What follows belongs to an exercise in optimizing a design on an open flow for small area and a short achievable clock period; a production flow would make more cautious choices. At most, simulation tests tie the RTL to the original design; equivalence was not proved. For runs 2 to 4, only the layout was checked, not whether the RTL still works. No activity file was given, so power comes from the tool's default toggle rates.

==> flow/design.v, too long to show whole: its modules and the start of the top module <==
// module DSP: 2875 lines
// module dsp_fa: 6 lines
// module dsp_aoi_gt: 6 lines
// module dsp_aoi_g: 5 lines
// module dsp_oai_gt: 6 lines
// module dsp_oai_g: 5 lines
// module dsp_xor: 5 lines
// module dsp_mxi: 5 lines
// module dsp_xnor: 5 lines
module DSP(A,B,C,D,CLK,CARRYIN,OPMODE,BCIN,RSTA,RSTB,RSTM,RSTP,RSTC,RSTD,RSTCARRYIN,RSTOPMODE,
          CEA,CEB,CEM,CEP,CEC,CED,CECARRYIN,CEOPMODE,PCIN,BCOUT,PCOUT,P,M,CARRYOUT,CARRYOUTF);
  // ...
==> flow/flow/run.sh <==
#!/bin/bash
# Standard layout with two changes: the port buffers are plain buf_1 cells
# instead of the default delay buffers, and ABC maps for a lighter load, so
# that it picks the smaller cell sizes and leaves sizing to the resizer.
export BUFFER_PORTS_ARGS="-buffer_cell sky130_fd_sc_hd__buf_1"
bash standard.sh ABC_LOAD_IN_FF=1 finish > standard.log 2>&1
==> flow/standard.sh <==
#!/bin/bash
# synth_recipe.tcl (not shown) runs the flow's synth.tcl, then flattens the netlist and writes it again
# the make line also repeats each setting of config.mk as NAME=value (left out here)
make -C /OpenROAD-flow-scripts/flow DESIGN_CONFIG=/design/flow/config.mk WORK_HOME=/design/flow/orfs CLKGATE_MAP_FILE= SYNTH_SCRIPT=/design/flow/synth_recipe.tcl "${@:-finish}"
==> flow/config.mk <==
export PLATFORM = sky130hd
export DESIGN_NAME = DSP
export DESIGN_NICKNAME = DSP
export VERILOG_FILES = /design/flow/design.v
export SDC_FILE = /design/flow/constraint.sdc
export NUM_CORES = 4
export LEC_CHECK = 0
export CAP_MARGIN = 20
export CORE_MARGIN = 2
export CORE_UTILIZATION = 55
export SETUP_SLACK_MARGIN = 3.7
export SLEW_MARGIN = 20
export SYNTH_HIERARCHICAL = 1
export SYNTH_MINIMUM_KEEP_SIZE = 0
==> flow/constraint.sdc <==
create_clock -name core_clock -period 8.0 [get_ports {CLK}]
set_input_delay 1.6000 -clock core_clock [delete_from_list [all_inputs] [get_ports {CLK}]]
set_output_delay 1.6000 -clock core_clock [all_outputs]
set_load 0.01 [all_outputs]
==> impl_metrics.toml, run 1 <==
[outcome]
outcome = "finished clean"

[clock_tree]
clockRootBuffer = "clkbuf_16"
cts_tree = "yes"
cts_buffer_depth = 3

[critical_path]
r2r_cells = 9
cp-startpoint = "MC_r[1]"
cpMaxStageDelayCell = "xnor2_1"
crit_path_end_kind = "primary output"
crit_family = "simple AND/OR/NAND/NOR gates"
cp.required_ns = 6.40
worstPathArrival_ns = 2.67
r2r_end = "MC_r[11]"

[finish]
sh_seq_area_pct = 22.6
num-nets-final = 3271
area.growth.synth_to_final_pct = 14.3
num_antenna_cells = 1
final_cell_area_um2 = 25700

[yosys]
synth-xor-area-share_pct = 10.2
synthFlopType = "edfxtp_1"
netlist.area_leader.share_pct = 23.3
synthCells = 2556

[global_routing]
use_met2_pct = 54.5
grt_max_degree = 73
antenna_found_initial = 1

[detailed_routing]
wl_mm = 79.1
dr_wl_met2_mm = 34.9
first_iter_violations = 2304
first_pass_iters = 7

[pwr]
internal_power_mw = 3.40
switching_share_pct = 42.9
p_clk_share_pct = 23.2

[hold_path]
hold_path_class = "reg2reg"

[placement]
pre_cts_ws_ns = 3.24

[timing]
fin_skew_ns = 0.0180

[floorplan]
core_area_um2 = 40600
==> run 2: changes to the inputs <==
--- a/flow/design.v
+++ b/flow/design.v
@@ -1172,303 +1172,303 @@
     dsp_xnor u_ts5 (.a(tc2), .b(ts3), .y(ts5));
     assign tc6 = tc2 | ts3;
     dsp_fa u_ts7 (.a(ppn_0_3), .b(ppn_1_2), .c(ppn_2_1), .s(ts7), .co(tc8));
     dsp_fa u_ts9 (.a(ppn_3_0), .b(tc4), .c(ts7), .s(ts9), .co(tc10));
     dsp_xnor u_ts11 (.a(tc6), .b(ts9), .y(ts11));
     assign tc12 = tc6 | ts9;
     dsp_fa u_ts13 (.a(ppn_0_4), .b(ppn_1_3), .c(ppn_2_2), .s(ts13), .co(tc14));
     dsp_fa u_ts15 (.a(ppn_3_1), .b(ppn_4_0), .c(tc8), .s(ts15), .co(tc16));
-    dsp_fa u_ts17 (.a(ts13), .b(ts15), .c(tc10), .s(ts17), .co(tc18));
+    dsp_fa u_ts17 (.a(ts13), .b(tc10), .c(ts15), .s(ts17), .co(tc18));
     dsp_xnor u_ts19 (.a(tc12), .b(ts17), .y(ts19));
     assign tc20 = tc12 | ts17;
     dsp_fa u_ts21 (.a(ppn_0_5), .b(ppn_1_4), .c(ppn_2_3), .s(ts21), .co(tc22));
     dsp_fa u_ts23 (.a(ppn_3_2), .b(ppn_4_1), .c(ppn_5_0), .s(ts23), .co(tc24));
     dsp_fa u_ts25 (.a(tc14), .b(ts21), .c(ts23), .s(ts25), .co(tc26));
-    dsp_fa u_ts27 (.a(tc16), .b(ts25), .c(tc18), .s(ts27), .co(tc28));
-    dsp_xnor u_ts29 (.a(tc20), .b(ts27), .y(ts29));
-    assign tc30 = tc20 | ts27;
+    dsp_faf u_ts27 (.a(tc16), .b(ts25), .c(tc18), .s(ts27), .co(tc28));
+    dsp_xnor u_ts29 (.a(ts27), .b(tc20), .y(ts29));
+    assign tc30 = ts27 | tc20;
     dsp_fa u_ts31 (.a(ppn_0_6), .b(ppn_1_5), .c(ppn_2_4), .s(ts31), .co(tc32));
     dsp_fa u_ts33 (.a(ppn_3_3), .b(ppn_4_2), .c(ppn_5_1), .s(ts33), .co(tc34));
     dsp_fa u_ts35 (.a(ppn_6_0), .b(tc22), .c(tc24), .s(ts35), .co(tc36));
     dsp_fa u_ts37 (.a(ts31), .b(ts33), .c(tc26), .s(ts37), .co(tc38));
-    dsp_fa u_ts39 (.a(ts35), .b(ts37), .c(tc28), .s(ts39), .co(tc40));
+    dsp_faf u_ts39 (.a(ts35), .b(ts37), .c(tc28), .s(ts39), .co(tc40));
     dsp_xnor u_ts41 (.a(tc30), .b(ts39), .y(ts41));
     assign tc42 = tc30 | ts39;
     dsp_fa u_ts43 (.a(ppn_0_7), .b(ppn_1_6), .c(ppn_2_5), .s(ts43), .co(tc44));
     dsp_fa u_ts45 (.a(ppn_3_4), .b(ppn_4_3), .c(ppn_5_2), .s(ts45), .co(tc46));
     dsp_fa u_ts47 (.a(ppn_6_1), .b(ppn_7_0), .c(tc32), .s(ts47), .co(tc48));
     dsp_fa u_ts49 (.a(tc34), .b(ts43), .c(ts45), .s(ts49), .co(tc50));
-    dsp_fa u_ts51 (.a(tc36), .b(ts47), .c(ts49), .s(ts51), .co(tc52));
-    dsp_fa u_ts53 (.a(tc38), .b(ts51), .c(tc40), .s(ts53), .co(tc54));
+    dsp_faf u_ts51 (.a(tc36), .b(ts47), .c(ts49), .s(ts51), .co(tc52));
+    dsp_faf u_ts53 (.a(ts51), .b(tc38), .c(tc40), .s(ts53), .co(tc54));
     dsp_xnor u_ts55 (.a(tc42), .b(ts53), .y(ts55));
     assign tc56 = tc42 | ts53;
     dsp_fa u_ts57 (.a(ppn_0_8), .b(ppn_1_7), .c(ppn_2_6), .s(ts57), .co(tc58));
     dsp_fa u_ts59 (.a(ppn_3_5), .b(ppn_4_4), .c(ppn_5_3), .s(ts59), .co(tc60));
     dsp_fa u_ts61 (.a(ppn_6_2), .b(ppn_7_1), .c(ppn_8_0), .s(ts61), .co(tc62));
     dsp_fa u_ts63 (.a(tc44), .b(tc46), .c(ts57), .s(ts63), .co(tc64));
     dsp_fa u_ts65 (.a(ts59), .b(ts61), .c(tc48), .s(ts65), .co(tc66));
-    dsp_fa u_ts67 (.a(tc50), .b(ts63), .c(ts65), .s(ts67), .co(tc68));
-    dsp_fa u_ts69 (.a(tc52), .b(ts67), .c(tc54), .s(ts69), .co(tc70));
+    dsp_faf u_ts67 (.a(tc50), .b(ts63), .c(tc52), .s(ts67), .co(tc68));
+    dsp_faf u_ts69 (.a(ts65), .b(ts67), .c(tc54), .s(ts69), .co(tc70));
     dsp_fa u_ts71 (.a(ppn_0_9), .b(ppn_1_8), .c(ppn_2_7), .s(ts71), .co(tc72));
     dsp_fa u_ts73 (.a(ppn_3_6), .b(ppn_4_5), .c(ppn_5_4), .s(ts73), .co(tc74));
     dsp_fa u_ts75 (.a(ppn_6_3), .b(ppn_7_2), .c(ppn_8_1), .s(ts75), .co(tc76));
     dsp_fa u_ts77 (.a(ppn_9_0), .b(tc58), .c(tc60), .s(ts77), .co(tc78));
     dsp_fa u_ts79 (.a(tc62), .b(ts71), .c(ts73), .s(ts79), .co(tc80));
     dsp_fa u_ts81 (.a(ts75), .b(tc64), .c(ts77), .s(ts81), .co(tc82));
-    dsp_fa u_ts83 (.a(ts79), .b(tc66), .c(ts81), .s(ts83), .co(tc84));
+    dsp_faf u_ts83 (.a(ts79), .b(tc66), .c(ts81), .s(ts83), .co(tc84));
     dsp_xnor u_ts85 (.a(tc68), .b(ts83), .y(ts85));
     assign tc86 = tc68 | ts83;
     dsp_fa u_ts87 (.a(ppn_0_10), .b(ppn_10_0), .c(ppn_1_9), .s(ts87), .co(tc88));
     dsp_fa u_ts89 (.a(ppn_2_8), .b(ppn_3_7), .c(ppn_4_6), .s(ts89), .co(tc90));
     dsp_fa u_ts91 (.a(ppn_5_5), .b(ppn_6_4), .c(ppn_7_3), .s(ts91), .co(tc92));
     dsp_fa u_ts93 (.a(ppn_8_2), .b(ppn_9_1), .c(tc72), .s(ts93), .co(tc94));
     dsp_fa u_ts95 (.a(tc74), .b(tc76), .c(ts87), .s(ts95), .co(tc96));
     dsp_fa u_ts97 (.a(ts89), .b(ts91), .c(tc78), .s(ts97), .co(tc98));
     dsp_fa u_ts99 (.a(ts93), .b(tc80), .c(ts95), .s(ts99), .co(tc100));
-    dsp_fa u_ts101 (.a(ts97), .b(tc82), .c(ts99), .s(ts101), .co(tc102));
+    dsp_faf u_ts101 (.a(tc82), .b(ts97), .c(ts99), .s(ts101), .co(tc102));
     dsp_xnor u_ts103 (.a(tc84), .b(ts101), .y(ts103));
     assign tc104 = tc84 | ts101;
     dsp_fa u_ts105 (.a(ppn_0_11), .b(ppn_10_1), .c(ppn_11_0), .s(ts105), .co(tc106));
     dsp_fa u_ts107 (.a(ppn_1_10), .b(ppn_2_9), .c(ppn_3_8), .s(ts107), .co(tc108));
     dsp_fa u_ts109 (.a(ppn_4_7), .b(ppn_5_6), .c(ppn_6_5), .s(ts109), .co(tc110));
     dsp_fa u_ts111 (.a(ppn_7_4), .b(ppn_8_3), .c(ppn_9_2), .s(ts111), .co(tc112));
     dsp_fa u_ts113 (.a(tc88), .b(tc90), .c(tc92), .s(ts113), .co(tc114));
     dsp_fa u_ts115 (.a(ts105), .b(ts107), .c(ts109), .s(ts115), .co(tc116));
     dsp_fa u_ts117 (.a(ts111), .b(tc94), .c(tc96), .s(ts117), .co(tc118));
-    dsp_fa u_ts119 (.a(ts113), .b(ts115), .c(tc98), .s(ts119), .co(tc120));
-    dsp_fa u_ts121 (.a(ts117), .b(tc100), .c(ts119), .s(ts121), .co(tc122));
+    dsp_faf u_ts119 (.a(ts113), .b(ts115), .c(tc98), .s(ts119), .co(tc120));
+    dsp_faf u_ts121 (.a(ts117), .b(tc100), .c(ts119), .s(ts121), .co(tc122));
     dsp_xnor u_ts123 (.a(tc102), .b(ts121), .y(ts123));
     assign tc124 = tc102 | ts121;
     dsp_fa u_ts125 (.a(ppn_0_12), .b(ppn_10_2), .c(ppn_11_1), .s(ts125), .co(tc126));
     dsp_fa u_ts127 (.a(ppn_12_0), .b(ppn_1_11), .c(ppn_2_10), .s(ts127), .co(tc128));
     dsp_fa u_ts129 (.a(ppn_3_9), .b(ppn_4_8), .c(ppn_5_7), .s(ts129), .co(tc130));
     dsp_fa u_ts131 (.a(ppn_6_6), .b(ppn_7_5), .c(ppn_8_4), .s(ts131), .co(tc132));
     dsp_fa u_ts133 (.a(ppn_9_3), .b(tc106), .c(tc108), .s(ts133), .co(tc134));
     dsp_fa u_ts135 (.a(tc110), .b(tc112), .c(ts125), .s(ts135), .co(tc136));
     dsp_fa u_ts137 (.a(ts127), .b(ts129), .c(ts131), .s(ts137), .co(tc138));
     dsp_fa u_ts139 (.a(tc114), .b(tc116), .c(ts133), .s(ts139), .co(tc140));
-    dsp_fa u_ts141 (.a(ts135), .b(ts137), .c(tc118), .s(ts141), .co(tc142));
-    dsp_fa u_ts143 (.a(ts139), .b(tc120), .c(ts141), .s(ts143), .co(tc144));
+    dsp_faf u_ts141 (.a(ts135), .b(ts137), .c(tc118), .s(ts141), .co(tc142));
+    dsp_faf u_ts143 (.a(ts139), .b(ts141), .c(tc120), .s(ts143), .co(tc144));
     dsp_xnor u_ts145 (.a(tc122), .b(ts143), .y(ts145));
     assign tc146 = tc122 | ts143;
     dsp_fa u_ts147 (.a(ppn_0_13), .b(ppn_10_3), .c(ppn_11_2), .s(ts147), .co(tc148));
     dsp_fa u_ts149 (.a(ppn_12_1), .b(ppn_13_0), .c(ppn_1_12), .s(ts149), .co(tc150));
     dsp_fa u_ts151 (.a(ppn_2_11), .b(ppn_3_10), .c(ppn_4_9), .s(ts151), .co(tc152));
     dsp_fa u_ts153 (.a(ppn_5_8), .b(ppn_6_7), .c(ppn_7_6), .s(ts153), .co(tc154));
     dsp_fa u_ts155 (.a(ppn_8_5), .b(ppn_9_4), .c(tc126), .s(ts155), .co(tc156));
     dsp_fa u_ts157 (.a(tc128), .b(tc130), .c(tc132), .s(ts157), .co(tc158));
     dsp_fa u_ts159 (.a(ts147), .b(ts149), .c(ts151), .s(ts159), .co(tc160));
-    dsp_fa u_ts161 (.a(ts153), .b(tc134), .c(ts155), .s(ts161), .co(tc162));
-    dsp_fa u_ts163 (.a(tc136), .b(tc138), .c(ts157), .s(ts163), .co(tc164));
-    dsp_fa u_ts165 (.a(ts159), .b(tc140), .c(ts161), .s(ts165), .co(tc166));
-    dsp_fa u_ts167 (.a(ts163), .b(tc142), .c(ts165), .s(ts167), .co(tc168));
+    dsp_fa u_ts161 (.a(ts153), .b(tc134), .c(tc136), .s(ts161), .co(tc162));
+    dsp_fa u_ts163 (.a(ts155), .b(tc138), .c(ts157), .s(ts163), .co(tc164));
+    dsp_faf u_ts165 (.a(ts159), .b(tc140), .c(ts161), .s(ts165), .co(tc166));
+    dsp_faf u_ts167 (.a(ts163), .b(tc142), .c(ts165), .s(ts167), .co(tc168));
     dsp_xnor u_ts169 (.a(tc144), .b(ts167), .y(ts169));
     assign tc170 = tc144 | ts167;
     dsp_fa u_ts171 (.a(ppn_0_14), .b(ppn_10_4), .c(ppn_11_3), .s(ts171), .co(tc172));
     dsp_fa u_ts173 (.a(ppn_12_2), .b(ppn_13_1), .c(ppn_14_0), .s(ts173), .co(tc174));
     dsp_fa u_ts175 (.a(ppn_1_13), .b(ppn_2_12), .c(ppn_3_11), .s(ts175), .co(tc176));
     dsp_fa u_ts177 (.a(ppn_4_10), .b(ppn_5_9), .c(ppn_6_8), .s(ts177), .co(tc178));
     dsp_fa u_ts179 (.a(ppn_7_7), .b(ppn_8_6), .c(ppn_9_5), .s(ts179), .co(tc180));
     dsp_fa u_ts181 (.a(tc148), .b(tc150), .c(tc152), .s(ts181), .co(tc182));
     dsp_fa u_ts183 (.a(tc154), .b(ts171), .c(ts173), .s(ts183), .co(tc184));
     dsp_fa u_ts185 (.a(ts175), .b(ts177), .c(ts179), .s(ts185), .co(tc186));
     dsp_fa u_ts187 (.a(tc156), .b(tc158), .c(tc160), .s(ts187), .co(tc188));
-    dsp_fa u_ts189 (.a(ts181), .b(ts183), .c(ts185), .s(ts189), .co(tc190));
-    dsp_fa u_ts191 (.a(tc162), .b(tc164), .c(ts187), .s(ts191), .co(tc192));
-    dsp_fa u_ts193 (.a(ts189), .b(tc166), .c(ts191), .s(ts193), .co(tc194));
+    dsp_faf u_ts189 (.a(ts181), .b(ts183), .c(ts185), .s(ts189), .co(tc190));
+    dsp_faf u_ts191 (.a(tc162), .b(tc164), .c(ts189), .s(ts191), .co(tc192));
+    dsp_faf u_ts193 (.a(ts187), .b(tc166), .c(ts191), .s(ts193), .co(tc194));
     dsp_xnor u_ts195 (.a(tc168), .b(ts193), .y(ts195));
     assign tc196 = tc168 | ts193;
     dsp_fa u_ts197 (.a(ppn_0_15), .b(ppn_10_5), .c(ppn_11_4), .s(ts197), .co(tc198));
     dsp_fa u_ts199 (.a(ppn_12_3), .b(ppn_13_2), .c(ppn_14_1), .s(ts199), .co(tc200));
     dsp_fa u_ts201 (.a(ppn_15_0), .b(ppn_1_14), .c(ppn_2_13), .s(ts201), .co(tc202));
     dsp_fa u_ts203 (.a(ppn_3_12), .b(ppn_4_11), .c(ppn_5_10), .s(ts203), .co(tc204));
     dsp_fa u_ts205 (.a(ppn_6_9), .b(ppn_7_8), .c(ppn_8_7), .s(ts205), .co(tc206));
     dsp_fa u_ts207 (.a(ppn_9_6), .b(tc172), .c(tc174), .s(ts207), .co(tc208));
     dsp_fa u_ts209 (.a(tc176), .b(tc178), .c(tc180), .s(ts209), .co(tc210));
     dsp_fa u_ts211 (.a(ts197), .b(ts199), .c(ts201), .s(ts211), .co(tc212));
     dsp_fa u_ts213 (.a(ts203), .b(ts205), .c(tc182), .s(ts213), .co(tc214));
     dsp_fa u_ts215 (.a(tc184), .b(tc186), .c(ts207), .s(ts215), .co(tc216));
-    dsp_fa u_ts217 (.a(ts209), .b(ts211), .c(ts213), .s(ts217), .co(tc218));
-    dsp_fa u_ts219 (.a(tc188), .b(tc190), .c(ts215), .s(ts219), .co(tc220));
-    dsp_fa u_ts221 (.a(ts217), .b(tc192), .c(ts219), .s(ts221), .co(tc222));
+    dsp_faf u_ts217 (.a(ts209), .b(ts211), .c(tc190), .s(ts217), .co(tc218));
+    dsp_faf u_ts219 (.a(tc188), .b(ts213), .c(ts215), .s(ts219), .co(tc220));
+    dsp_faf u_ts221 (.a(ts217), .b(tc192), .c(ts219), .s(ts221), .co(tc222));
     dsp_xnor u_ts223 (.a(tc194), .b(ts221), .y(ts223));
     assign tc224 = tc194 | ts221;
     dsp_fa u_ts225 (.a(ppn_0_16), .b(ppn_10_6), .c(ppn_11_5), .s(ts225), .co(tc226));
     dsp_fa u_ts227 (.a(ppn_12_4), .b(ppn_13_3), .c(ppn_14_2), .s(ts227), .co(tc228));
     dsp_fa u_ts229 (.a(ppn_15_1), .b(ppn_16_0), .c(ppn_1_15), .s(ts229), .co(tc230));
     dsp_fa u_ts231 (.a(ppn_2_14), .b(ppn_3_13), .c(ppn_4_12), .s(ts231), .co(tc232));
     dsp_fa u_ts233 (.a(ppn_5_11), .b(ppn_6_10), .c(ppn_7_9), .s(ts233), .co(tc234));
     dsp_fa u_ts235 (.a(ppn_8_8), .b(ppn_9_7), .c(tc198), .s(ts235), .co(tc236));
     dsp_fa u_ts237 (.a(tc200), .b(tc202), .c(tc204), .s(ts237), .co(tc238));
     dsp_fa u_ts239 (.a(tc206), .b(ts225), .c(ts227), .s(ts239), .co(tc240));
     dsp_fa u_ts241 (.a(ts229), .b(ts231), .c(ts233), .s(ts241), .co(tc242));
     dsp_fa u_ts243 (.a(tc208), .b(tc210), .c(ts235), .s(ts243), .co(tc244));
-    dsp_fa u_ts245 (.a(tc212), .b(ts237), .c(ts239), .s(ts245), .co(tc246));
-    dsp_fa u_ts247 (.a(ts241), .b(tc214), .c(tc216), .s(ts247), .co(tc248));
-    dsp_fa u_ts249 (.a(ts243), .b(ts245), .c(tc218), .s(ts249), .co(tc250));
-    dsp_fa u_ts251 (.a(ts247), .b(tc220), .c(ts249), .s(ts251), .co(tc252));
+    dsp_faf u_ts245 (.a(tc212), .b(ts237), .c(ts239), .s(ts245), .co(tc246));
+    dsp_faf u_ts247 (.a(ts241), .b(tc214), .c(ts245), .s(ts247), .co(tc248));
+    dsp_faf u_ts249 (.a(tc216), .b(ts243), .c(tc218), .s(ts249), .co(tc250));
+    dsp_faf u_ts251 (.a(ts247), .b(tc220), .c(ts249), .s(ts251), .co(tc252));
     dsp_xnor u_ts253 (.a(tc222), .b(ts251), .y(ts253));
     assign tc254 = tc222 | ts251;
     dsp_fa u_ts255 (.a(ppn_0_17), .b(ppn_10_7), .c(ppn_11_6), .s(ts255), .co(tc256));
     dsp_fa u_ts257 (.a(ppn_12_5), .b(ppn_13_4), .c(ppn_14_3), .s(ts257), .co(tc258));
     dsp_fa u_ts259 (.a(ppn_15_2), .b(ppn_16_1), .c(ppn_17_0), .s(ts259), .co(tc260));
     dsp_fa u_ts261 (.a(ppn_1_16), .b(ppn_2_15), .c(ppn_3_14), .s(ts261), .co(tc262));
     dsp_fa u_ts263 (.a(ppn_4_13), .b(ppn_5_12), .c(ppn_6_11), .s(ts263), .co(tc264));
     dsp_fa u_ts265 (.a(ppn_7_10), .b(ppn_8_9), .c(ppn_9_8), .s(ts265), .co(tc266));
     dsp_fa u_ts267 (.a(tc226), .b(tc228), .c(tc230), .s(ts267), .co(tc268));
     dsp_fa u_ts269 (.a(tc232), .b(tc234), .c(ts255), .s(ts269), .co(tc270));
     dsp_fa u_ts271 (.a(ts257), .b(ts259), .c(ts261), .s(ts271), .co(tc272));
     dsp_fa u_ts273 (.a(ts263), .b(ts265), .c(tc236), .s(ts273), .co(tc274));
     dsp_fa u_ts275 (.a(tc238), .b(tc240), .c(tc242), .s(ts275), .co(tc276));
-    dsp_fa u_ts277 (.a(ts267), .b(ts269), .c(ts271), .s(ts277), .co(tc278));
-    dsp_fa u_ts279 (.a(ts273), .b(tc244), .c(tc246), .s(ts279), .co(tc280));
-    dsp_fa u_ts281 (.a(ts275), .b(ts277), .c(tc248), .s(ts281), .co(tc282));
-    dsp_fa u_ts283 (.a(ts279), .b(tc250), .c(ts281), .s(ts283), .co(tc284));
+    dsp_faf u_ts277 (.a(ts267), .b(ts269), .c(ts271), .s(ts277), .co(tc278));
+    dsp_faf u_ts279 (.a(tc246), .b(ts273), .c(tc244), .s(ts279), .co(tc280));
+    dsp_faf u_ts281 (.a(ts277), .b(ts275), .c(tc248), .s(ts281), .co(tc282));
+    dsp_faf u_ts283 (.a(ts279), .b(ts281), .c(tc250), .s(ts283), .co(tc284));
     dsp_xnor u_ts285 (.a(tc252), .b(ts283), .y(ts285));
     assign tc286 = tc252 | ts283;
     dsp_fa u_ts287 (.a(ppn_10_8), .b(ppn_11_7), .c(ppn_12_6), .s(ts287), .co(tc288));
     dsp_fa u_ts289 (.a(ppn_13_5), .b(ppn_14_4), .c(ppn_15_3), .s(ts289), .co(tc290));
     dsp_fa u_ts291 (.a(ppn_16_2), .b(ppn_17_1), .c(ppn_1_17), .s(ts291), .co(tc292));
     dsp_fa u_ts293 (.a(ppn_2_16), .b(ppn_3_15), .c(ppn_4_14), .s(ts293), .co(tc294));
     dsp_fa u_ts295 (.a(ppn_5_13), .b(ppn_6_12), .c(ppn_7_11), .s(ts295), .co(tc296));
     dsp_fa u_ts297 (.a(ppn_8_10), .b(ppn_9_9), .c(tc256), .s(ts297), .co(tc298));
     dsp_fa u_ts299 (.a(tc258), .b(tc260), .c(tc262), .s(ts299), .co(tc300));
     dsp_fa u_ts301 (.a(tc264), .b(tc266), .c(ts287), .s(ts301), .co(tc302));
     dsp_fa u_ts303 (.a(ts289), .b(ts291), .c(ts293), .s(ts303), .co(tc304));
-    dsp_fa u_ts305 (.a(ts295), .b(tc268), .c(ts297), .s(ts305), .co(tc306));
-    dsp_fa u_ts307 (.a(tc270), .b(tc272), .c(ts299), .s(ts307), .co(tc308));
-    dsp_fa u_ts309 (.a(ts301), .b(ts303), .c(tc274), .s(ts309), .co(tc310));
-    dsp_fa u_ts311 (.a(tc276), .b(ts305), .c(tc278), .s(ts311), .co(tc312));
-    dsp_fa u_ts313 (.a(ts307), .b(ts309), .c(tc280), .s(ts313), .co(tc314));
-    dsp_fa u_ts315 (.a(ts311), .b(tc282), .c(ts313), .s(ts315), .co(tc316));
+    dsp_fa u_ts305 (.a(ts295), .b(tc268), .c(tc270), .s(ts305), .co(tc306));
+    dsp_fa u_ts307 (.a(ts297), .b(tc272), .c(ts299), .s(ts307), .co(tc308));
+    dsp_faf u_ts309 (.a(ts301), .b(ts303), .c(tc274), .s(ts309), .co(tc310));
+    dsp_faf u_ts311 (.a(tc278), .b(tc276), .c(ts305), .s(ts311), .co(tc312));
+    dsp_faf u_ts313 (.a(ts307), .b(ts309), .c(tc280), .s(ts313), .co(tc314));
+    dsp_faf u_ts315 (.a(ts311), .b(ts313), .c(tc282), .s(ts315), .co(tc316));
     dsp_xnor u_ts317 (.a(tc284), .b(ts315), .y(ts317));
     assign tc318 = tc284 | ts315;
     dsp_fa u_ts319 (.a(ppn_10_9), .b(ppn_11_8), .c(ppn_12_7), .s(ts319), .co(tc320));
     dsp_fa u_ts321 (.a(ppn_13_6), .b(ppn_14_5), .c(ppn_15_4), .s(ts321), .co(tc322));
     dsp_fa u_ts323 (.a(ppn_16_3), .b(ppn_17_2), .c(ppn_2_17), .s(ts323), .co(tc324));
     dsp_fa u_ts325 (.a(ppn_3_16), .b(ppn_4_15), .c(ppn_5_14), .s(ts325), .co(tc326));
     dsp_fa u_ts327 (.a(ppn_6_13), .b(ppn_7_12), .c(ppn_8_11), .s(ts327), .co(tc328));
     dsp_fa u_ts329 (.a(ppn_9_10), .b(tc288), .c(tc290), .s(ts329), .co(tc330));
     dsp_fa u_ts331 (.a(tc292), .b(tc294), .c(tc296), .s(ts331), .co(tc332));
     dsp_fa u_ts333 (.a(ts319), .b(ts321), .c(ts323), .s(ts333), .co(tc334));
     dsp_fa u_ts335 (.a(ts325), .b(ts327), .c(tc298), .s(ts335), .co(tc336));
     dsp_fa u_ts337 (.a(tc300), .b(tc302), .c(tc304), .s(ts337), .co(tc338));
-    dsp_fa u_ts339 (.a(ts329), .b(ts331), .c(ts333), .s(ts339), .co(tc340));
-    dsp_fa u_ts341 (.a(ts335), .b(tc306), .c(tc308), .s(ts341), .co(tc342));
-    dsp_fa u_ts343 (.a(ts337), .b(ts339), .c(tc310), .s(ts343), .co(tc344));
-    dsp_fa u_ts345 (.a(tc312), .b(ts341), .c(ts343), .s(ts345), .co(tc346));
-    dsp_fa u_ts347 (.a(tc314), .b(ts345), .c(tc316), .s(ts347), .co(tc348));
+    dsp_faf u_ts339 (.a(ts329), .b(ts331), .c(ts333), .s(ts339), .co(tc340));
+    dsp_faf u_ts341 (.a(ts335), .b(tc306), .c(ts339), .s(ts341), .co(tc342));
+    dsp_faf u_ts343 (.a(tc308), .b(ts337), .c(tc310), .s(ts343), .co(tc344));
+    dsp_faf u_ts345 (.a(tc312), .b(ts341), .c(ts343), .s(ts345), .co(tc346));
+    dsp_faf u_ts347 (.a(tc314), .b(ts345), .c(tc316), .s(ts347), .co(tc348));
     dsp_fa u_ts349 (.a(ppn_10_10), .b(ppn_11_9), .c(ppn_12_8), .s(ts349), .co(tc350));
     dsp_fa u_ts351 (.a(ppn_13_7), .b(ppn_14_6), .c(ppn_15_5), .s(ts351), .co(tc352));
     dsp_fa u_ts353 (.a(ppn_16_4), .b(ppn_17_3), .c(ppn_3_17), .s(ts353), .co(tc354));
     dsp_fa u_ts355 (.a(ppn_4_16), .b(ppn_5_15), .c(ppn_6_14), .s(ts355), .co(tc356));
     dsp_fa u_ts357 (.a(ppn_7_13), .b(ppn_8_12), .c(ppn_9_11), .s(ts357), .co(tc358));
     dsp_fa u_ts359 (.a(tc320), .b(tc322), .c(tc324), .s(ts359), .co(tc360));
     dsp_fa u_ts361 (.a(tc326), .b(tc328), .c(ts349), .s(ts361), .co(tc362));
     dsp_fa u_ts363 (.a(ts351), .b(ts353), .c(ts355), .s(ts363), .co(tc364));
     dsp_fa u_ts365 (.a(ts357), .b(tc330), .c(tc332), .s(ts365), .co(tc366));
     dsp_fa u_ts367 (.a(tc334), .b(ts359), .c(ts361), .s(ts367), .co(tc368));
-    dsp_fa u_ts369 (.a(ts363), .b(tc336), .c(tc338), .s(ts369), .co(tc370));
-    dsp_fa u_ts371 (.a(ts365), .b(tc340), .c(ts367), .s(ts371), .co(tc372));
-    dsp_fa u_ts373 (.a(tc342), .b(ts369), .c(tc344), .s(ts373), .co(tc374));
-    dsp_fa u_ts375 (.a(ts371), .b(ts373), .c(tc346), .s(ts375), .co(tc376));
+    dsp_faf u_ts369 (.a(ts363), .b(tc336), .c(tc340), .s(ts369), .co(tc370));
+    dsp_faf u_ts371 (.a(tc338), .b(ts365), .c(ts367), .s(ts371), .co(tc372));
+    dsp_faf u_ts373 (.a(ts369), .b(tc342), .c(ts371), .s(ts373), .co(tc374));
+    dsp_faf u_ts375 (.a(tc344), .b(ts373), .c(tc346), .s(ts375), .co(tc376));
     dsp_fa u_ts377 (.a(ppn_10_11), .b(ppn_11_10), .c(ppn_12_9), .s(ts377), .co(tc378));
     dsp_fa u_ts379 (.a(ppn_13_8), .b(ppn_14_7), .c(ppn_15_6), .s(ts379), .co(tc380));
     dsp_fa u_ts381 (.a(ppn_16_5), .b(ppn_17_4), .c(ppn_4_17), .s(ts381), .co(tc382));
     dsp_fa u_ts383 (.a(ppn_5_16), .b(ppn_6_15), .c(ppn_7_14), .s(ts383), .co(tc384));
     dsp_fa u_ts385 (.a(ppn_8_13), .b(ppn_9_12), .c(tc350), .s(ts385), .co(tc386));
     dsp_fa u_ts387 (.a(tc352), .b(tc354), .c(tc356), .s(ts387), .co(tc388));
     dsp_fa u_ts389 (.a(tc358), .b(ts377), .c(ts379), .s(ts389), .co(tc390));
     dsp_fa u_ts391 (.a(ts381), .b(ts383), .c(tc360), .s(ts391), .co(tc392));
-    dsp_fa u_ts393 (.a(ts385), .b(tc362), .c(tc364), .s(ts393), .co(tc394));
-    dsp_fa u_ts395 (.a(ts387), .b(ts389), .c(tc366), .s(ts395), .co(tc396));
-    dsp_fa u_ts397 (.a(ts391), .b(tc368), .c(ts393), .s(ts397), .co(tc398));
-    dsp_fa u_ts399 (.a(tc370), .b(ts395), .c(tc372), .s(ts399), .co(tc400));
-    dsp_fa u_ts401 (.a(ts397), .b(tc374), .c(ts399), .s(ts401), .co(tc402));
+    dsp_fa u_ts393 (.a(tc362), .b(ts385), .c(tc364), .s(ts393), .co(tc394));
+    dsp_faf u_ts395 (.a(ts387), .b(ts389), .c(tc366), .s(ts395), .co(tc396));
+    dsp_faf u_ts397 (.a(ts391), .b(tc368), .c(ts393), .s(ts397), .co(tc398));
+    dsp_faf u_ts399 (.a(ts395), .b(tc370), .c(tc372), .s(ts399), .co(tc400));
+    dsp_faf u_ts401 (.a(ts397), .b(ts399), .c(tc374), .s(ts401), .co(tc402));
     dsp_fa u_ts403 (.a(ppn_10_12), .b(ppn_11_11), .c(ppn_12_10), .s(ts403), .co(tc404));
     dsp_fa u_ts405 (.a(ppn_13_9), .b(ppn_14_8), .c(ppn_15_7), .s(ts405), .co(tc406));
     dsp_fa u_ts407 (.a(ppn_16_6), .b(ppn_17_5), .c(ppn_5_17), .s(ts407), .co(tc408));
     dsp_fa u_ts409 (.a(ppn_6_16), .b(ppn_7_15), .c(ppn_8_14), .s(ts409), .co(tc410));
     dsp_fa u_ts411 (.a(ppn_9_13), .b(tc378), .c(tc380), .s(ts411), .co(tc412));
     dsp_fa u_ts413 (.a(tc382), .b(tc384), .c(ts403), .s(ts413), .co(tc414));
     dsp_fa u_ts415 (.a(ts405), .b(ts407), .c(ts409), .s(ts415), .co(tc416));
     dsp_fa u_ts417 (.a(tc386), .b(tc388), .c(tc390), .s(ts417), .co(tc418));
-    dsp_fa u_ts419 (.a(ts411), .b(ts413), .c(ts415), .s(ts419), .co(tc420));
-    dsp_fa u_ts421 (.a(tc392), .b(tc394), .c(ts417), .s(ts421), .co(tc422));
-    dsp_fa u_ts423 (.a(ts419), .b(tc396), .c(tc398), .s(ts423), .co(tc424));
-    dsp_fa u_ts425 (.a(ts421), .b(tc400), .c(ts423), .s(ts425), .co(tc426));
+    dsp_faf u_ts419 (.a(ts411), .b(ts413), .c(ts415), .s(ts419), .co(tc420));
+    dsp_faf u_ts421 (.a(tc392), .b(ts419), .c(tc394), .s(ts421), .co(tc422));
+    dsp_faf u_ts423 (.a(ts417), .b(tc396), .c(tc398), .s(ts423), .co(tc424));
+    dsp_faf u_ts425 (.a(ts421), .b(tc400), .c(ts423), .s(ts425), .co(tc426));
     dsp_fa u_ts427 (.a(ppn_10_13), .b(ppn_11_12), .c(ppn_12_11), .s(ts427), .co(tc428));
     dsp_fa u_ts429 (.a(ppn_13_10), .b(ppn_14_9), .c(ppn_15_8), .s(ts429), .co(tc430));
     dsp_fa u_ts431 (.a(ppn_16_7), .b(ppn_17_6), .c(ppn_6_17), .s(ts431), .co(tc432));
     dsp_fa u_ts433 (.a(ppn_7_16), .b(ppn_8_15), .c(ppn_9_14), .s(ts433), .co(tc434));
     dsp_fa u_ts435 (.a(tc404), .b(tc406), .c(tc408), .s(ts435), .co(tc436));
     dsp_fa u_ts437 (.a(tc410), .b(ts427), .c(ts429), .s(ts437), .co(tc438));
     dsp_fa u_ts439 (.a(ts431), .b(ts433), .c(tc412), .s(ts439), .co(tc440));
     dsp_fa u_ts441 (.a(tc414), .b(tc416), .c(ts435), .s(ts441), .co(tc442));
-    dsp_fa u_ts443 (.a(ts437), .b(ts439), .c(tc418), .s(ts443), .co(tc444));
-    dsp_fa u_ts445 (.a(tc420), .b(ts441), .c(tc422), .s(ts445), .co(tc446));
-    dsp_fa u_ts447 (.a(ts443), .b(tc424), .c(ts445), .s(ts447), .co(tc448));
+    dsp_faf u_ts443 (.a(ts437), .b(tc420), .c(tc418), .s(ts443), .co(tc444));
+    dsp_faf u_ts445 (.a(ts439), .b(ts441), .c(tc422), .s(ts445), .co(tc446));
+    dsp_faf u_ts447 (.a(ts443), .b(ts445), .c(tc424), .s(ts447), .co(tc448));
     dsp_fa u_ts449 (.a(ppn_10_14), .b(ppn_11_13), .c(ppn_12_12), .s(ts449), .co(tc450));
     dsp_fa u_ts451 (.a(ppn_13_11), .b(ppn_14_10), .c(ppn_15_9), .s(ts451), .co(tc452));
     dsp_fa u_ts453 (.a(ppn_16_8), .b(ppn_17_7), .c(ppn_7_17), .s(ts453), .co(tc454));
     dsp_fa u_ts455 (.a(ppn_8_16), .b(ppn_9_15), .c(tc428), .s(ts455), .co(tc456));
     dsp_fa u_ts457 (.a(tc430), .b(tc432), .c(tc434), .s(ts457), .co(tc458));
     dsp_fa u_ts459 (.a(ts449), .b(ts451), .c(ts453), .s(ts459), .co(tc460));
     dsp_fa u_ts461 (.a(tc436), .b(ts455), .c(tc438), .s(ts461), .co(tc462));
-    dsp_fa u_ts463 (.a(ts457), .b(ts459), .c(tc440), .s(ts463), .co(tc464));
-    dsp_fa u_ts465 (.a(tc442), .b(ts461), .c(ts463), .s(ts465), .co(tc466));
-    dsp_fa u_ts467 (.a(tc444), .b(ts465), .c(tc446), .s(ts467), .co(tc468));
+    dsp_faf u_ts463 (.a(ts457), .b(ts459), .c(tc440), .s(ts463), .co(tc464));
+    dsp_faf u_ts465 (.a(tc442), .b(ts461), .c(ts463), .s(ts465), .co(tc466));
+    dsp_faf u_ts467 (.a(tc444), .b(ts465), .c(tc446), .s(ts467), .co(tc468));
     dsp_fa u_ts469 (.a(ppn_10_15), .b(ppn_11_14), .c(ppn_12_13), .s(ts469), .co(tc470));
     dsp_fa u_ts471 (.a(ppn_13_12), .b(ppn_14_11), .c(ppn_15_10), .s(ts471), .co(tc472));
     dsp_fa u_ts473 (.a(ppn_16_9), .b(ppn_17_8), .c(ppn_8_17), .s(ts473), .co(tc474));
     dsp_fa u_ts475 (.a(ppn_9_16), .b(tc450), .c(tc452), .s(ts475), .co(tc476));
     dsp_fa u_ts477 (.a(tc454), .b(ts469), .c(ts471), .s(ts477), .co(tc478));
     dsp_fa u_ts479 (.a(ts473), .b(tc456), .c(tc458), .s(ts479), .co(tc480));
-    dsp_fa u_ts481 (.a(tc460), .b(ts475), .c(ts477), .s(ts481), .co(tc482));
-    dsp_fa u_ts483 (.a(tc462), .b(ts479), .c(ts481), .s(ts483), .co(tc484));
-    dsp_fa u_ts485 (.a(tc464), .b(ts483), .c(tc466), .s(ts485), .co(tc486));
+    dsp_faf u_ts481 (.a(tc460), .b(ts475), .c(ts477), .s(ts481), .co(tc482));
+    dsp_faf u_ts483 (.a(ts481), .b(tc462), .c(ts479), .s(ts483), .co(tc484));
+    dsp_faf u_ts485 (.a(tc464), .b(ts483), .c(tc466), .s(ts485), .co(tc486));
     dsp_fa u_ts487 (.a(ppn_10_16), .b(ppn_11_15), .c(ppn_12_14), .s(ts487), .co(tc488));
     dsp_fa u_ts489 (.a(ppn_13_13), .b(ppn_14_12), .c(ppn_15_11), .s(ts489), .co(tc490));
     dsp_fa u_ts491 (.a(ppn_16_10), .b(ppn_17_9), .c(ppn_9_17), .s(ts491), .co(tc492));
     dsp_fa u_ts493 (.a(tc470), .b(tc472), .c(tc474), .s(ts493), .co(tc494));
     dsp_fa u_ts495 (.a(ts487), .b(ts489), .c(ts491), .s(ts495), .co(tc496));
     dsp_fa u_ts497 (.a(tc476), .b(tc478), .c(ts493), .s(ts497), .co(tc498));
-    dsp_fa u_ts499 (.a(ts495), .b(tc480), .c(tc482), .s(ts499), .co(tc500));
-    dsp_fa u_ts501 (.a(ts497), .b(tc484), .c(ts499), .s(ts501), .co(tc502));
+    dsp_faf u_ts499 (.a(ts495), .b(tc480), .c(tc482), .s(ts499), .co(tc500));
+    dsp_faf u_ts501 (.a(ts497), .b(tc484), .c(ts499), .s(ts501), .co(tc502));
     dsp_fa u_ts503 (.a(ppn_10_17), .b(ppn_11_16), .c(ppn_12_15), .s(ts503), .co(tc504));
     dsp_fa u_ts505 (.a(ppn_13_14), .b(ppn_14_13), .c(ppn_15_12), .s(ts505), .co(tc506));
     dsp_fa u_ts507 (.a(ppn_16_11), .b(ppn_17_10), .c(tc488), .s(ts507), .co(tc508));
     dsp_fa u_ts509 (.a(tc490), .b(tc492), .c(ts503), .s(ts509), .co(tc510));
     dsp_fa u_ts511 (.a(ts505), .b(tc494), .c(ts507), .s(ts511), .co(tc512));
-    dsp_fa u_ts513 (.a(tc496), .b(ts509), .c(tc498), .s(ts513), .co(tc514));
-    dsp_fa u_ts515 (.a(ts511), .b(tc500), .c(ts513), .s(ts515), .co(tc516));
+    dsp_faf u_ts513 (.a(tc496), .b(ts509), .c(tc498), .s(ts513), .co(tc514));
+    dsp_faf u_ts515 (.a(ts511), .b(ts513), .c(tc500), .s(ts515), .co(tc516));
     dsp_fa u_ts517 (.a(ppn_11_17), .b(ppn_12_16), .c(ppn_13_15), .s(ts517), .co(tc518));
     dsp_fa u_ts519 (.a(ppn_14_14), .b(ppn_15_13), .c(ppn_16_12), .s(ts519), .co(tc520));
     dsp_fa u_ts521 (.a(ppn_17_11), .b(tc504), .c(tc506), .s(ts521), .co(tc522));
     dsp_fa u_ts523 (.a(ts517), .b(ts519), .c(tc508), .s(ts523), .co(tc524));
-    dsp_fa u_ts525 (.a(tc510), .b(ts521), .c(ts523), .s(ts525), .co(tc526));
-    dsp_fa u_ts527 (.a(tc512), .b(ts525), .c(tc514), .s(ts527), .co(tc528));
+    dsp_faf u_ts525 (.a(tc510), .b(ts521), .c(ts523), .s(ts525), .co(tc526));
+    dsp_faf u_ts527 (.a(tc512), .b(ts525), .c(tc514), .s(ts527), .co(tc528));
     dsp_fa u_ts529 (.a(ppn_12_17), .b(ppn_13_16), .c(ppn_14_15), .s(ts529), .co(tc530));
     dsp_fa u_ts531 (.a(ppn_15_14), .b(ppn_16_13), .c(ppn_17_12), .s(ts531), .co(tc532));
     dsp_fa u_ts533 (.a(tc518), .b(tc520), .c(ts529), .s(ts533), .co(tc534));
     dsp_fa u_ts535 (.a(ts531), .b(tc522), .c(ts533), .s(ts535), .co(tc536));
-    dsp_fa u_ts537 (.a(tc524), .b(ts535), .c(tc526), .s(ts537), .co(tc538));
+    dsp_faf u_ts537 (.a(tc524), .b(ts535), .c(tc526), .s(ts537), .co(tc538));
     dsp_fa u_ts539 (.a(ppn_13_17), .b(ppn_14_16), .c(ppn_15_15), .s(ts539), .co(tc540));
     dsp_fa u_ts541 (.a(ppn_16_14), .b(ppn_17_13), .c(tc530), .s(ts541), .co(tc542));
-    dsp_fa u_ts543 (.a(tc532), .b(ts539), .c(ts541), .s(ts543), .co(tc544));
-    dsp_fa u_ts545 (.a(tc534), .b(ts543), .c(tc536), .s(ts545), .co(tc546));
+    dsp_fa u_ts543 (.a(tc532), .b(ts539), .c(tc534), .s(ts543), .co(tc544));
+    dsp_faf u_ts545 (.a(ts541), .b(tc536), .c(ts543), .s(ts545), .co(tc546));
     dsp_fa u_ts547 (.a(ppn_14_17), .b(ppn_15_16), .c(ppn_16_15), .s(ts547), .co(tc548));
     dsp_fa u_ts549 (.a(ppn_17_14), .b(tc540), .c(ts547), .s(ts549), .co(tc550));
-    dsp_fa u_ts551 (.a(tc542), .b(ts549), .c(tc544), .s(ts551), .co(tc552));
+    dsp_faf u_ts551 (.a(tc542), .b(ts549), .c(tc544), .s(ts551), .co(tc552));
     dsp_fa u_ts553 (.a(ppn_15_17), .b(ppn_16_16), .c(ppn_17_15), .s(ts553), .co(tc554));
     dsp_fa u_ts555 (.a(tc548), .b(ts553), .c(tc550), .s(ts555), .co(tc556));
     dsp_fa u_ts557 (.a(ppn_16_17), .b(ppn_17_16), .c(tc554), .s(ts557), .co(tc558));
-    wire [34:0] row0 = {ppn_17_17, ts557, ts555, ts551, ts545, ts537, ts527, tc502, tc486, ts485, tc448, tc426, tc402, tc376, ts375, tc318, tc286, tc254, tc224, tc196, tc170, tc146, tc124, tc104, tc86, ts85, tc56, ts55, ts41, ts29, ts19, ts11, ts5, ts1, ppn_0_0};
-    wire [26:0] row1 = {tc558, tc556, tc552, tc546, tc538, tc528, tc516, ts515, ts501, tc468, ts467, ts447, ts425, ts401, tc348, ts347, ts317, ts285, ts253, ts223, ts195, ts169, ts145, ts123, ts103, tc70, ts69};
+    wire [34:0] row0 = {ppn_17_17, ts557, ts555, ts551, ts545, ts537, ts527, tc502, ts501, ts485, ts467, ts447, tc402, ts401, ts375, tc318, tc286, tc254, tc224, tc196, tc170, tc146, tc124, tc104, tc86, ts85, tc56, ts55, ts41, ts29, ts19, ts11, ts5, ts1, ppn_0_0};
+    wire [26:0] row1 = {tc558, tc556, tc552, tc546, tc538, tc528, tc516, ts515, tc486, tc468, tc448, tc426, ts425, tc376, tc348, ts347, ts317, ts285, ts253, ts223, ts195, ts169, ts145, ts123, ts103, tc70, ts69};
     wire [35:0] mprod;
     wire ma_gn0_0;
     wire ma_gn0_1;
     wire ma_tn0_1;
     wire ma_p_1;
     wire ma_gn0_2;
     wire ma_tn0_2;
     wire ma_p_2;
@@ -2868,16 +2868,29 @@
         if (RSTP) P_r <= 48'd0; else if (CEP) P_r <= psum;
     end
     assign P = P_r;
     assign PCOUT = P_r;
     assign BCOUT = B_r;
     assign CARRYOUT = CYO_r;
     assign CARRYOUTF = CYO_r;
 endmodule
+module dsp_faf(a, b, c, s, co);
+    input a, b, c;
+    output s, co;
+    wire t;
+    dsp_xor u1 (.a(a), .b(b), .y(t));
+    dsp_xor u2 (.a(t), .b(c), .y(s));
+    dsp_maj u3 (.a(a), .b(b), .c(c), .y(co));
+endmodule
+module dsp_maj(a, b, c, y);
+    input a, b, c;
+    output y;
+    assign y = (a & b) | (a & c) | (b & c);
+endmodule
 module dsp_fa(a, b, c, s, co);
     input a, b, c;
     output s, co;
     assign s = a ^ b ^ c;
     assign co = (a & b) | (a & c) | (b & c);
 endmodule
 module dsp_aoi_gt(gh, th, gl, tl, gn, tn);
     input gh, th, gl, tl;
==> flow/flow/run.sh (replaced) <==
#!/bin/bash
# Standard layout, but the port buffers are plain buf_1 cells instead of
# the default delay buffers.
export BUFFER_PORTS_ARGS="-buffer_cell sky130_fd_sc_hd__buf_1"
bash standard.sh > standard.log 2>&1
==> flow/config.mk (replaced) <==
export PLATFORM = sky130hd
export DESIGN_NAME = DSP
export DESIGN_NICKNAME = DSP
export VERILOG_FILES = /design/flow/design.v
export SDC_FILE = /design/flow/constraint.sdc
export NUM_CORES = 4
export LEC_CHECK = 0
export CAP_MARGIN = 20
export CORE_MARGIN = 2
export CORE_UTILIZATION = 55
export SETUP_SLACK_MARGIN = 3.9
export SLEW_MARGIN = 20
export SYNTH_HIERARCHICAL = 1
export SYNTH_MINIMUM_KEEP_SIZE = 0
==> run 2 against run 1 <==
Hold slack gained 0.022 ns. Combinational power grew 17%. Sequential share of layout area is 1.4 points lower. Critical endpoint is now M[35]. Utilization up 0.30 points. Die area is 6.4% higher. Still clean. Count of clock-buffer cells in the layout increased by 3. Cell area is 6.5% higher. Power rose by 6.5%. Synthesized cell count up 5.3%.
==> impl_metrics.toml, run 2 <==
[detailed_routing]
avgViaCountPerCell = 5.86
first_iter_violations = 1780
drc = 0
routedWlPerCell_um = 22.8
wl_mm = 81.1
ant_nets = 0
first_pass_iters = 6
vias = 20828

[pwr]
power.density_nw_per_um2 = 232
power_mw = 6.35
ir_drop_mv = 0.200
power_leakage_nw = 9.08

[finish]
reg_top3 = "C_r (48), P_r (48), MS_r (35)"
n_fill_cell = 3751
final_util_pct = 63.6
final_cell_mix = "nand2_1 (505), buf_1 (315), xor2_1 (292)"
area.growth.synth_to_final_pct = 14.2
num-nets-final = 3337
drive_above_1_share_pct = 21.0
mostFrequentLayoutCell = "nand2_1"
final_cell_area_um2 = 27400

[floorplan]
num_rows = 76
die_width_um = 213
die_area_um2 = 45300
io_pins = 346
start_util_pct = 55.7
die_h_um = 213
core_area_um2 = 43100

[global_routing]
track_usage_pct = 35.2
gr-total-overflow = 0
grt_pass1_wl_mm = 120
first_global_vias = 20484
antenna_found_initial = 2
grt_max_degree = 73

[yosys]
synth.yosys.seq_area_share_pct = 24.1
synth.ff_latch_count = 225
syn_area_per_cell_um2 = 8.91
synth_edf_count = 128
synth_top_cell_by_area = "fa_1"
synth.most_common_cell = "nand2_1"
synth_commonest_cells = "nand2_1 (516), nor2_1 (319), xor2_1 (301)"
netlist.area_leader.share_pct = 16.3
synth_area_um2 = 24000
synthCells = 2692
synthFlopType = "edfxtp_1"
ys_types = 45
yosys-top-cells-area = "fa_1 (16%), edfxtp_1 (16%), xor2_1 (11%)"
synth_warnings = 7
async_flop_share_pct = 0

[placement]
portBuffers = 326
place_hpwl_mm = 59.6
place_area_um2 = 25300
place.gp.congestion = 0.946

[timing]
final_max_slew_viol_count = 0
hold_viol = 0
min_period_ns = 4.07
period_share_pct = 50.9
final-setup-viol-count = 0
setup_tns_ns = 0
fmax_ghz = 0.245
worstMarginPinSlew_ns = 1.06
grt_setup_unrepaired = "yes"
slew_headroom_pct = 29.4
fin_skew_ns = 0.0133

[clock_tree]
postCtsHoldBufs = 0
cts_tree = "yes"
numCtsBuffers = 28
htreeDepth = 1
cts_buffer_depth = 3
clockRootBuffer = "clkbuf_16"
cts_sinks = 225
worstSkewPairLatency_ns = 0.58
cts.clk_slew.worst_paths_ns = 0.07

[critical_path]
crit_path_end_kind = "primary output"
cp-startpoint = "MS_r[8]"
path_cells = "nor2_4, o21ai_4, a21oi_4, inv_2, a21oi_4, o21ai_2, xnor2_2, nor2b_1, buf_2"
cp.required_ns = 6.40
slowest_delay_ns = 0.46
path_max_fanout = 4
cp-start-kind = "register"
cpMaxStageDelayCell = "edfxtp_1"
worstPathArrival_ns = 2.47
timing.rr.start = "B_r[10]"
path_class = "reg2out"
cp_common_cell = "a21oi_4"

[run]
maxCapViolations = 0

[hold_path]
hold_start = "B_r[5]"
hold_path_class = "reg2reg"

[outcome]
outcome = "finished clean"
==> run 2: what timing repair did <==
| item | 4_1_cts | 5_1_grt |
|---|---|---|
| gates resized for setup | 77 | 127 |
| pin swaps | 13 | 26 |
| buffers inserted | 38 | 20 |
| setup endpoints to repair | 74 | 57 |
| gates cloned | 0 | 0 |
==> run 2: logic make-up after synthesis <==
kind of cell / Yosys count / share of synthesized area (%)
AND/OR/NAND/NOR: 1000 / 17.8
multiplexers: 90 / 3.76
buffers and inverters: 237 / 4.74
adder cells (fa/ha/maj): 262 / 19.4
AO/OA/AOI/OAI: 480 / 15.7
XOR/XNOR: 396 / 14.5
flip-flops: 225 / 24.1
other: 2 / 0.0313
==> run 2: where the power goes <==
group          total [mW]  switching [mW]  internal (mW)
registers            1.71           0.225           1.48
clock network        1.24           0.532          0.709
logic                3.40            2.09           1.32
total                6.35            2.84           3.51
==> run 2: area by class of cell <==
type                            instances  area (um2)  share of cell area, %
Antenna cell                            1        2.50                0.00914
Sequential cell                       225        5810                   21.2
Timing Repair Buffer                  426        2080                   7.58
Clock inverter                         13        85.1                  0.311
Multi-Input combinational cell       2236       17800                   64.8
Tap cell                              585         732                   2.67
Clock buffer                           39         812                   2.96
Inverter                               31         119                  0.434
==> run 2: path summary, 6_finish.rpt <==
check        slack, ns  cells past startpoint  endpoint
max               3.93                      9     M[35]
min               0.51                      2    B_r[5]
max reg2reg       3.97                      9  MS_r[19]
min reg2reg       0.51                      2    B_r[5]
==> run 2: per-module statistics from Yosys (local to each module, per instance), excerpt <==
| module | flops+latches | area, um2 | cells | copies in the design |
|---|---|---|---|---|
| dsp_aoi_g | 0 | 8.76 | 1 | 42 |
| DSP | 225 | 14200 | 1709 | 1 |
| dsp_aoi_gt | 0 | 12.5 | 2 | 82 |
| dsp_oai_gt | 0 | 12.5 | 2 | 110 |
| dsp_fa | 0 | 20.0 | 1 | 195 |
| dsp_maj | 0 | 11.3 | 1 | 67 |
| dsp_xnor | 0 | 8.76 | 1 | 17 |
| dsp_oai_g | 0 | 5.00 | 1 | 50 |
| dsp_xor | 0 | 8.76 | 1 | 228 |
==> run 2: per-layer routing <==
layer	vias up	GRT usage (%)	wire, um
li1	9463	-	-
met1	10194	47.8	34300
met2	984	56.1	36900
met3	187	6.00	6530
met4	0	14.2	3430
met5	-	0	0
==> run 2: stage by stage <==
step                std cells  setup WS (ns)  hold slack (ns)
floorplan                2698           4.06            0.450
global placement         3443           3.35            0.472
detailed placement       3445           3.31            0.485
CTS                      3535           3.82            0.498
global route             3556           3.80            0.514
finish                   3556           3.93            0.506
==> run 2: critical path, delay by kind of cell, from the launching register on <==
kind                   cells  cell delay, ns
XOR/XNOR                   1            0.24
buffers and inverters      2            0.21
AO/OA/AOI/OAI              4            0.62
flip-flops                 1            0.46
AND/OR/NAND/NOR            2            0.36
==> run 3: changes to the inputs <==
==> flow/flow/run.sh (replaced) <==
#!/bin/bash
# Standard layout with two changes: the port buffers are plain buf_1 cells
# instead of the default delay buffers, and ABC maps for a lighter load, so
# that it picks the smaller cell sizes and leaves sizing to the resizer.
export BUFFER_PORTS_ARGS="-buffer_cell sky130_fd_sc_hd__buf_1"
bash standard.sh ABC_LOAD_IN_FF=1 finish > standard.log 2>&1
==> run 3 against run 2 <==
Still clean on timing, DRC and antenna. Clock skew rose by 0.019 ns. Cell area fell by 3.3%. Setup slack got worse by 0.080 ns. Utilization barely moved. Count of clock-buffer cells in the layout fell by 3. Die area fell by 3.7%. Global-route usage rose by 0.71 points. Register-to-register slack improved by 0.02 ns. Hold slack got worse by 0.016 ns. Non-clock buffer count fell by 5. Highest routed layer unchanged.
==> impl_metrics.toml, run 3 <==
[floorplan]
die_width_um = 209
io_pins = 346
num_rows = 75
start_util_pct = 55.4
core_area_um2 = 41700
die_area_um2 = 43600
die_h_um = 209

[yosys]
async_flop_share_pct = 0
netlist.area_leader.share_pct = 16.9
syn_area_per_cell_um2 = 8.58
synth_warnings = 7
synth.yosys.seq_area_share_pct = 25.1
synth_commonest_cells = "nand2_1 (516), nor2_1 (319), xor2_1 (301)"
synth_edf_count = 128
yosys-top-cells-area = "fa_1 (17%), edfxtp_1 (17%), xor2_1 (11%)"
synthFlopType = "edfxtp_1"
synth.ff_latch_count = 225
synth.most_common_cell = "nand2_1"
synth_area_um2 = 23100
synth_top_cell_by_area = "fa_1"
synthCells = 2690
ys_types = 46

[global_routing]
track_usage_pct = 35.9
antenna_found_initial = 1
grt_max_degree = 73
gr-total-overflow = 0
first_global_vias = 20611
grt_pass1_wl_mm = 119

[pwr]
internal_power_mw = 3.55
ir_drop_mv = 0.204
switchingPower_mw = 2.69
p_clk_share_pct = 22.2
p_seq_share_pct = 27.0
power_leakage_nw = 8.88
switching_share_pct = 43.1
pwr-share-comb_pct = 50.8
power.density_nw_per_um2 = 235

[critical_path]
cp-startpoint = "MC_r[1]"
cp.required_ns = 6.40
crit_path_end = "M[34]"
crit_path_end_kind = "primary output"
timing.rr.start = "B_r[7]"
path_class = "reg2out"
path_max_fanout = 4
r2r_end = "MS_r[19]"
cp-start-kind = "register"
rrSetupSlack_ns = 3.99
r2r_cells = 9
worstPathArrival_ns = 2.55

[finish]
n_fill_cell = 3575
multiInputGateArea_um2 = 16900
final_cell_mix = "nand2_1 (513), buf_1 (311), xor2_1 (295)"
reg_top3 = "C_r (48), P_r (48), MS_r (35)"
num-nets-final = 3333
area.growth.synth_to_final_pct = 14.7
drive_above_1_share_pct = 13.1
mostFrequentLayoutCell = "nand2_1"
regArea_um2 = 5790
final_cell_area_um2 = 26500

[clock_tree]
cts.clk_slew.worst_paths_ns = 0.06
cts_buffer_depth = 3
cts_sinks = 225
postCtsHoldBufs = 0
numCtsBuffers = 28
htreeDepth = 1
clockRootBuffer = "clkbuf_16"
worstSkewPairLatency_ns = 0.59
cts_tree = "yes"

[detailed_routing]
ant_nets = 0
wl_mm = 81.3
avgViaCountPerCell = 6.00
routedWlPerCell_um = 23.2
drc = 0
first_iter_violations = 1652
vias = 21032
first_pass_iters = 6

[timing]
grt_setup_unrepaired = "yes"
setup_tns_ns = 0
final-setup-viol-count = 0
period_share_pct = 51.9
hold_viol = 0
slew_headroom_pct = 28.4
final_max_slew_viol_count = 0
min_period_ns = 4.15
worstMarginPinSlew_ns = 1.07
fin_skew_ns = 0.0325
fmax_ghz = 0.241
layout_setup_ws_ns = 3.85

[run]
maxCapViolations = 0

[placement]
place_area_um2 = 24300
place_hpwl_mm = 58.4
place.gp.congestion = 0.969
pre_cts_ws_ns = 3.33
portBuffers = 326

[hold_path]
hold_path_class = "reg2reg"

[outcome]
outcome = "finished clean"
[run 3: repair_timing]
item,in CTS,in global routing
endpoints found under the setup margin,65,58
pin swaps,6,29
gates cloned,1,0
buffers inserted,25,25
gates resized for setup,46,137
endpoints found under the hold margin,0,0
[run 3: per-stage QoR]
stage                     cells  hold slack [ns]  total power, mW  utilization, %
after floorplan            2696            0.450             3.68               -
after global placement     3402            0.469             4.38            58.4
after detailed placement   3402            0.472             4.43            58.4
after CTS                  3479            0.487             5.90            61.8
after global routing       3505            0.551             6.55            63.6
final                      3506            0.490             6.23            63.6
[run 3: per-layer routing]
metal / part of all wire (%) / global-route usage, % / up-vias
met5: 0 / 0 / -
met4: 5.4 / 17.4 / 0
met3: 7.3 / 4.76 / 250
met2: 49 / 62.2 / 1017
met1: 38 / 44.5 / 10314
li1: - / - / 9451
[run 3: cells by family after synthesis]
logic type | after synthesis | synth area share, %
simple gates | 1000 | 18.5
xor+xnor | 396 | 15.0
other cells | 2 | 0.0325
fa+ha+maj | 262 | 20.2
mux | 90 | 3.90
compound gates | 480 | 12.4
buf+inv | 235 | 4.87
flops | 225 | 25.1
[run 3: final cells by class]
| cell class | instances | share of cell area (%) |
|---|---|---|
| Inverter | 31 | 0.439 |
| Multi-Input combinational cell | 2237 | 63.6 |
| Timing Repair Buffer | 421 | 7.75 |
| Clock inverter | 15 | 0.765 |
| Clock buffer | 36 | 2.99 |
| Sequential cell | 225 | 21.9 |
| Antenna cell | 2 | 0.0189 |
| Tap cell | 539 | 2.55 |
[run 3: power by group through the flow]
stage               combinational (mW)  sequential [mW]  clock, mW
finish                            3.17             1.68       1.38
global route                      3.41             1.71       1.43
CTS                               2.84             1.66       1.40
detailed placement                2.73             1.69          0
global placement                  2.69             1.69          0
floorplan                         2.07             1.61          0
[run 3: Yosys stat by module (local to each module, per instance), a selection]
module | cells | copies in the design | flip-flops and latches
DSP | 1707 | 1 | 225
dsp_aoi_g | 1 | 42 | 0
dsp_aoi_gt | 2 | 82 | 0
dsp_fa | 1 | 195 | 0
dsp_maj | 1 | 67 | 0
dsp_oai_gt | 2 | 110 | 0
dsp_xor | 1 | 228 | 0
[run 3: worst min-delay path by stage]
| stage | from | end | slack [ns] | depth (start not counted) |
|---|---|---|---|---|
| 2_1_floorplan | A_z | A_z | 0.45 | 1 |
| 3_3_place_gp | OP_r[7] | OP_r[7] | 0.47 | 2 |
| 3_5_place_dp | OP_r[7] | OP_r[7] | 0.47 | 2 |
| 4_1_cts | OP_r[7] | OP_r[7] | 0.49 | 2 |
| 5_1_grt | OP_r[7] | OP_r[7] | 0.55 | 2 |
| 6_report | OP_r[7] | OP_r[7] | 0.49 | 2 |
[run 3: critical path: stages, from the launching register on]
cell	delay, ns
edfxtp_1	0.44
nor2_2	0.23
nor2_1	0.11
a21oi_2	0.28
inv_1	0.09
a21oi_2	0.23
o21ai_1	0.14
xor2_1	0.22
nor2_1	0.05
buf_2	0.19
==> run 4: changes to the inputs <==
--- a/flow/config.mk
+++ b/flow/config.mk
@@ -9,5 +9,5 @@
 export CORE_MARGIN = 2
 export CORE_UTILIZATION = 55
-export SETUP_SLACK_MARGIN = 3.9
+export SETUP_SLACK_MARGIN = 3.7
 export SLEW_MARGIN = 20
 export SYNTH_HIERARCHICAL = 1
==> run 4 against run 3 <==
Still clean on timing, DRC and antenna. Fmax is 3.7% lower. Clock skew grew 0.0086 ns. First-iteration DRC count down 1.6%. Power fell by 4.8%. Non-clock buffer count decreased by 30. Largest power group unchanged. Highest routed layer unchanged.
==> impl_metrics.toml, run 4 <==
[clock_tree]
clockRootBuffer = "clkbuf_16"
cts.clk_slew.worst_paths_ns = 0.06
cts_tree = "yes"
cts_sinks = 225
numCtsBuffers = 28
worstSkewPairLatency_ns = 0.60
htreeDepth = 1

[timing]
grt_setup_unrepaired = "yes"
final_max_slew_viol_count = 0
setup_tns_ns = 0
hold_viol = 0
min_period_ns = 4.32
final-setup-viol-count = 0
period_share_pct = 53.9
fmax_ghz = 0.232

[critical_path]
cp_common_cell = "o21ai_1"
path_class = "reg2out"
cp-start-kind = "register"
path_cells = "nor2_2, o21ai_1, a21oi_1, o21ai_1, a21oi_2, xor2_1, nor2b_2, buf_1"
cpMaxStageDelayCell = "edfxtp_1"
slowest_delay_ns = 0.45
path_max_fanout = 3
crit_path_end_kind = "primary output"
cp.required_ns = 6.40
crit_family = "compound AO/OA/AOI/OAI gates"
worstPathArrival_ns = 2.72

[finish]
num-nets-final = 3303
mostFrequentLayoutCell = "nand2_1"
final_util_pct = 62.0
n_fill_cell = 3648
area.growth.synth_to_final_pct = 11.8
drive_above_1_share_pct = 9.03

[yosys]
yosys-top-cells-area = "fa_1 (17%), edfxtp_1 (17%), xor2_1 (11%)"
synth.ff_latch_count = 225
synth_area_um2 = 23100
synth.yosys.seq_area_share_pct = 25.1
synth_top_cell_by_area = "fa_1"
synth_edf_count = 128
async_flop_share_pct = 0
syn_area_per_cell_um2 = 8.58
synth.most_common_cell = "nand2_1"
synth_commonest_cells = "nand2_1 (516), nor2_1 (319), xor2_1 (301)"
synth_warnings = 7
synthFlopType = "edfxtp_1"

[floorplan]
num_rows = 75
die_area_um2 = 43600
core_area_um2 = 41700
die_width_um = 209

[pwr]
switchingPower_mw = 2.53
p_seq_share_pct = 28.0
power_leakage_nw = 8.63
pwr-share-comb_pct = 48.7
internal_power_mw = 3.41
ir_drop_mv = 0.203
switching_share_pct = 42.6
power.density_nw_per_um2 = 230

[detailed_routing]
first_iter_violations = 1625
vias = 20883
ant_nets = 0
first_pass_iters = 5
wl_mm = 80.2
routedWlPerCell_um = 23.1

[placement]
pre_cts_ws_ns = 3.33
portBuffers = 326
placedCellCount = 3402

[global_routing]
first_global_vias = 20453
track_usage_pct = 35.6
grt_max_degree = 73
gr-total-overflow = 0

[hold_path]
hold_path_class = "reg2reg"

[outcome]
outcome = "finished clean"
run 4: cell count changes in the layout (fill, tap and decap cells not counted), sizes merged:
cell    before  now
buf        414  385
clkbuf      43   42
run 4: cells by family (layout without fill, tap and decap cells):
logic type / Yosys count / after routing / share of synthesized area (%)
adder cells (fa/ha/maj): 262 / 262 / 20.2
AO/OA/AOI/OAI: 480 / 480 / 12.4
buffers and inverters: 235 / 473 / 4.87
flip-flops: 225 / 225 / 25.1
AND/OR/NAND/NOR: 1000 / 1001 / 18.5
other: 2 / 10 / 0.0325
multiplexers: 90 / 90 / 3.90
XOR/XNOR: 396 / 396 / 15.0
run 4: metal layers:
layer / track usage (%) / up-vias / share of wire, %
li1: - / 9393 / -
met1: 43.8 / 10233 / 38
met2: 61.5 / 1026 / 49
met3: 4.75 / 231 / 7.5
met4: 17.5 / 0 / 5.3
met5: 0 / - / 0
run 4: per-stage QoR:
step                      power [mW]  area (um2)  hold slack, ns
after floorplan                 3.68       23100           0.450
after global placement          4.38       24300           0.469
after detailed placement        4.43       24300           0.472
after CTS                       5.82       25400           0.487
after global routing            6.25       25800           0.551
final                           5.94       25800           0.489
run 4: power by group through the flow:
stage	registers, mW	logic (mW)	clock network (mW)
after global routing	1.69	3.13	1.43
after floorplan	1.61	2.07	0
after CTS	1.67	2.75	1.40
final	1.66	2.89	1.38
after global placement	1.69	2.69	0
after detailed placement	1.69	2.73	0
run 4: per-module statistics from Yosys, one instance, submodules excluded, a selection:
module	flops+latches	cells inside	times used	cell area [um2]
DSP	225	1707	1	14100
dsp_fa	0	1	195	20.0
dsp_maj	0	1	67	11.3
dsp_xnor	0	1	17	8.76
dsp_aoi_gt	0	2	82	8.76
dsp_xor	0	1	228	8.76
dsp_oai_g	0	1	50	5.00
dsp_aoi_g	0	1	42	5.00
run 4: area by class of cell:
type / count / area, um2 / share of cell area [%]
inverters: 31 / 116 / 0.451
diodes: 2 / 5.00 / 0.0194
clock inverters: 15 / 203 / 0.785
clock buffers: 36 / 792 / 3.07
well taps: 539 / 674 / 2.61
repair buffers: 391 / 1800 / 6.97
flip-flops and latches: 225 / 5790 / 22.4
multi-input cells: 2237 / 16400 / 63.7
run 4: path summary, 6_finish.rpt:
path	start	to	slack [ns]	depth (start not counted)
setup / recovery	MC_r[2]	M[17]	3.68	8
setup reg to reg	A_r[6]	MS_r[19]	3.87	8
hold / removal	OP_r[7]	OP_r[7]	0.49	2
hold reg to reg	OP_r[7]	OP_r[7]	0.49	2
run 4: worst register-to-register path, cell delays in order (launching register included):
cell	delay [ns]
edfxtp_1	1.02
nand2_1	0.21
fa_1	0.48
fa_1	0.53
maj3_2	0.35
maj3_2	0.34
maj3_2	0.35
maj3_2	0.33
or2_2	0.27
run 4: repair_timing:
item | CTS | global route
pin swaps | 2 | 7
setup endpoints to repair | 35 | 54
cloned | 0 | 1
hold endpoints to repair | 0 | 0
gates resized for setup | 11 | 48
setup buffers | 0 | 20

Setup slack of run 4, layout unchanged: 3.685 ns with ideal ports, 3.630 ns with driving cells assumed (clock clkbuf_16, inputs buf_2), 3.462 ns with port delays also shifted by the 0.635 ns mid clock arrival.
